What follows belongs to an exercise in optimizing a design on an open flow for small area, a short achievable clock period and few clock cycles; a production flow would make more cautious choices. RTL that was checked went through simulation tests only; none was proved equivalent to the original. Power is estimated from default activity; no workload was simulated.

run Z:
// Top_lvl
module Top_lvl (clk,start,mem_addr,mem_data,MIN_WEIGHT,MIN_PATH_NODES,donee);
For scale: roughly 72 I/O pins, about 17000 um2 of cells after synthesis.
export LEC_CHECK = 0
export CAP_MARGIN = 20
export CORE_MARGIN = 2
export CORE_UTILIZATION = 55
export CTS_CLUSTER_DIAMETER = 50
export CTS_CLUSTER_SIZE = 32
export PLACE_DENSITY = 0.7
export SETUP_SLACK_MARGIN = 2.5
export SLEW_MARGIN = 20
create_clock -name core_clock -period 7.5 [get_ports {clk}]
standard.sh (not shown) runs the stock make flow with config.mk's settings and CLKGATE_MAP_FILE= SYNTH_SCRIPT=/design/flow/synth_recipe.tcl, a recipe that flattens the netlist after the stock synthesis.
==> flow/flow/run.sh <==
#!/bin/bash
# The standard layout (standard.sh: ORFS from the standard synthesis to the
# routed layout), with one change: the port buffers that global placement
# inserts are plain buffers (buf_4) instead of the resizer's default pick, a
# delay cell (clkdlybuf4s50_1). make's full output goes to standard.log; ORFS
# keeps each step's own log under orfs/logs/.
set -euo pipefail
export BUFFER_PORTS_ARGS="-buffer_cell sky130_fd_sc_hd__buf_4"
bash standard.sh > standard.log 2>&1
Run Z went all the way through the flow, and no timing, DRC or antenna check failed.
Testbench counts of run Z, summed over its fixed seeds: cycles 13,933.
Here is what was changed in the inputs of run G compared with run Z.
Settings: CTS_CLUSTER_DIAMETER: 50 -> 60; CTS_CLUSTER_SIZE: 32 -> 24; SETUP_SLACK_MARGIN: 2.5 -> 2.75.
Findings:
- For run G, the capture point of the critical path was mem_addr[10], unlike run Z, where it was mem_addr[2].
- Looking at cell-internal power across run Z and run G, the one that comes out lower is run Z.
- [compare] base=run Z new=run G: worst slack on hold paths now larger, detailed-routed wire length on met2 now smaller, cell total after placement now smaller.
- From run Z to run G the numbers moved as follows: area taken by multi-input logic gates up 300 um2; utilization after layout up 0.56 points; worst-skew pair later-pin latency flat; data required time of the critical path flat; net load switching power up about 4.6%.

* * *

Top_lvl, a different RTL version from the one above (not shown whole).
Size: ~1700 cells after synthesis, ~330 flip-flops, ~72 I/O pins, ~18000 sq um of cells after synthesis.
Settings: LEC_CHECK=0, CAP_MARGIN=20, CORE_MARGIN=2, CORE_UTILIZATION=40, SETUP_SLACK_MARGIN=2.0, SLEW_MARGIN=20; clock period 7.5 ns.
run.sh (not shown) runs the stock make flow with config.mk's settings and CLKGATE_MAP_FILE= SYNTH_SCRIPT=/design/flow/synth_recipe.tcl, a recipe that flattens the netlist after the stock synthesis.
Stock flow here: none of the scripts above is used.
Edit:
--- a/flow/config.mk
+++ b/flow/config.mk
@@ -10,0 +11,2 @@
+export CTS_CLUSTER_DIAMETER = 60
+export CTS_CLUSTER_SIZE = 24
Effect:
- The new run completed without violations
- clock skew fell by 3.5 ps
- setup slack hardly moves
- design area shrinks slightly
- die area does not change
- utilization went down by 0.44 points
- global-route usage decreases by 0.39 points
- sequential power hardly moves
- critical path depth does not change
Edit:
--- a/flow/config.mk
+++ b/flow/config.mk
@@ -11,3 +11 @@
-export CTS_CLUSTER_DIAMETER = 60
-export CTS_CLUSTER_SIZE = 24
-export SETUP_SLACK_MARGIN = 2.0
+export SETUP_SLACK_MARGIN = 2.5
The new run completed with no timing, DRC or antenna violations.
Total power is higher by 8.1%.
Wire length climbs by 4.3%.
Area after synthesis does not change.
Count of clock-buffer cells in the layout is higher by 17.
Worst hold slack hardly moves.
Sequential share of layout area drops by 2.2 points.
Combinational power goes up by 13%.
Global-route usage rose by 1.3 points.
Sequential cell count does not change.
Die area is unchanged.
Worst setup slack improves by 130 ps.
Function was not checked in any run of this note: the RTL went through the layout flow alone.

* * *

Top_lvl, a different RTL version from the one above (not shown whole).
Size: about 1600 cells after synthesis, about 330 flip-flops, about 72 I/O pins.
Settings: LEC_CHECK=0, CAP_MARGIN=20, CORE_MARGIN=2, CORE_UTILIZATION=55, CTS_CLUSTER_DIAMETER=60, CTS_CLUSTER_SIZE=24, PLACE_DENSITY=0.7, SETUP_SLACK_MARGIN=2.25, SLEW_MARGIN=20; clock period 7.5 ns.
Testbench counts at the start, summed over its fixed seeds: cycles 13,855.
==> next run, changes <==
Settings changed: SETUP_SLACK_MARGIN 2.25 to 2.5.
What happened: The new run ran to the end with no violations; cell area grows by about 1.8%; first-iteration DRC count grows by about 8%; hold slack is worse by 30 ps; sequential power stays flat; clock-buffer cell count is unchanged; non-clock buffer count grows by 16; setup slack is worse by 74 ps; die area stays the same; clock skew grows by 6.8 ps.

* * *

Top_lvl, a different RTL version from the one above (not shown whole).
For scale: ~1,700 cells after synthesis, ~310 flip-flops, roughly 72 I/O pins, about 17,000 um^2 of cells after synthesis.
clock: 7.5 ns
lec_check: 0
cap_margin: 20
core_margin: 2
core_utilization: 55
cts_cluster_diameter: 60
cts_cluster_size: 24
place_density: 0.7
setup_slack_margin: 2.5
slew_margin: 20
standard.sh (not shown) runs the stock make flow with config.mk's settings and CLKGATE_MAP_FILE= SYNTH_SCRIPT=/design/flow/synth_recipe.tcl, a recipe that flattens the netlist after the stock synthesis.
Scripts as last shown in full above: flow/flow/run.sh
Testbench counts at the start, summed over its fixed seeds: cycles 13,855.
Change:
==> flow/run.sh (new file) <==
#!/bin/bash
# synth_recipe.tcl (not shown) runs the flow's synth.tcl, then flattens the netlist and writes it again
# the make line also repeats each setting of config.mk as NAME=value (left out here)
make -C /OpenROAD-flow-scripts/flow DESIGN_CONFIG=/design/flow/config.mk WORK_HOME=/design/flow/orfs CLKGATE_MAP_FILE= SYNTH_SCRIPT=/design/flow/synth_recipe.tcl finish
- SETUP_SLACK_MARGIN: 2.5 -> 2.25
removed: flow/flow/run.sh
removed: flow/standard.sh
Effect: The new run ran to the end with no violations. Routed wire length goes up by about 0.4%. Flip-flop and latch count is unchanged. Power goes down by 0.62%. Worst hold slack gets worse by 4.0 ps. Cell count goes down by 0.40%. Synthesized cell count stays the same.
Change:
==> flow/flow/run.sh (new file) <==
#!/bin/bash
# The standard layout (standard.sh: ORFS from the standard synthesis to the
# routed layout), with one change: the port buffers that global placement
# inserts are plain buffers (buf_4) instead of the resizer's default pick, a
# delay cell (clkdlybuf4s50_1). make's full output goes to standard.log; ORFS
# keeps each step's own log under orfs/logs/.
set -euo pipefail
export BUFFER_PORTS_ARGS="-buffer_cell sky130_fd_sc_hd__buf_4"
bash standard.sh > standard.log 2>&1
==> flow/standard.sh (new file) <==
#!/bin/bash
# synth_recipe.tcl (not shown) runs the flow's synth.tcl, then flattens the netlist and writes it again
# the make line also repeats each setting of config.mk as NAME=value (left out here)
make -C /OpenROAD-flow-scripts/flow DESIGN_CONFIG=/design/flow/config.mk WORK_HOME=/design/flow/orfs CLKGATE_MAP_FILE= SYNTH_SCRIPT=/design/flow/synth_recipe.tcl "${@:-finish}"
- SETUP_SLACK_MARGIN: 2.25 -> 2.0
removed: flow/run.sh
What happened: Wire length falls by a few percent. Sequential share of layout area increases by 3.1 points. Synthesized area stays the same. Critical path depth goes down by 2. Non-clock buffer count falls by 72. Clock power went down by a few percent. Combinational power shrinks by about a fifth.
Change:
- SETUP_SLACK_MARGIN: 2.0 -> 2.25
What happened:
- wire length grows by 1.2%
- via count is about the same
- worst setup slack gets better by 220 ps
- final cell count grows by 0.93%

==> separate check: timing with driven ports <==
Ports are ideal in the flow. The routed layouts listed here were re-timed in OpenROAD. Step 1 assumes that a clkbuf_16 drives the clock port and a buf_2 every other input. Step 2 also shifts input and output timing later by t, the mid clock arrival at the registers, as if the neighbouring blocks saw the same clock. Slacks: ideal ports / drivers / drivers and shift; pairs: ideal ports / drivers.
run	t, ns	setup WS [ns]	worst setup path at the end
run Z	0.622	2.376 / 2.306 / 1.972	input to register
run G	0.601	2.446 / 2.381 / 1.899	input to register
the first run of note 2	0.611	2.064 / 2.002 / 1.772	input to register
the second run of note 2	0.631	2.066 / 2.001 / 1.722	input to register
the third run of note 2	0.608	2.199 / 2.130 / 1.916	input to register
the first run of note 3	0.613	2.311 / 2.245 / 1.870	input to register
the second run of note 3	0.609	2.238 / 2.170 / 2.047	input to register
the first run of note 4	0.613	2.389 / 2.328 / 1.890	input to register
the second run of note 4	0.612	2.248 / 2.149 / 1.934	input to register
the third run of note 4	0.609	2.026 / 1.996 / 1.718	input to register
the fourth run of note 4	0.607	2.248 / 2.195 / 1.835	input to register
After both steps setup and hold are still met in every run listed. The setup slack of run G, which loses most, moves by -0.065 ns with the drivers and by -0.547 ns with both steps.
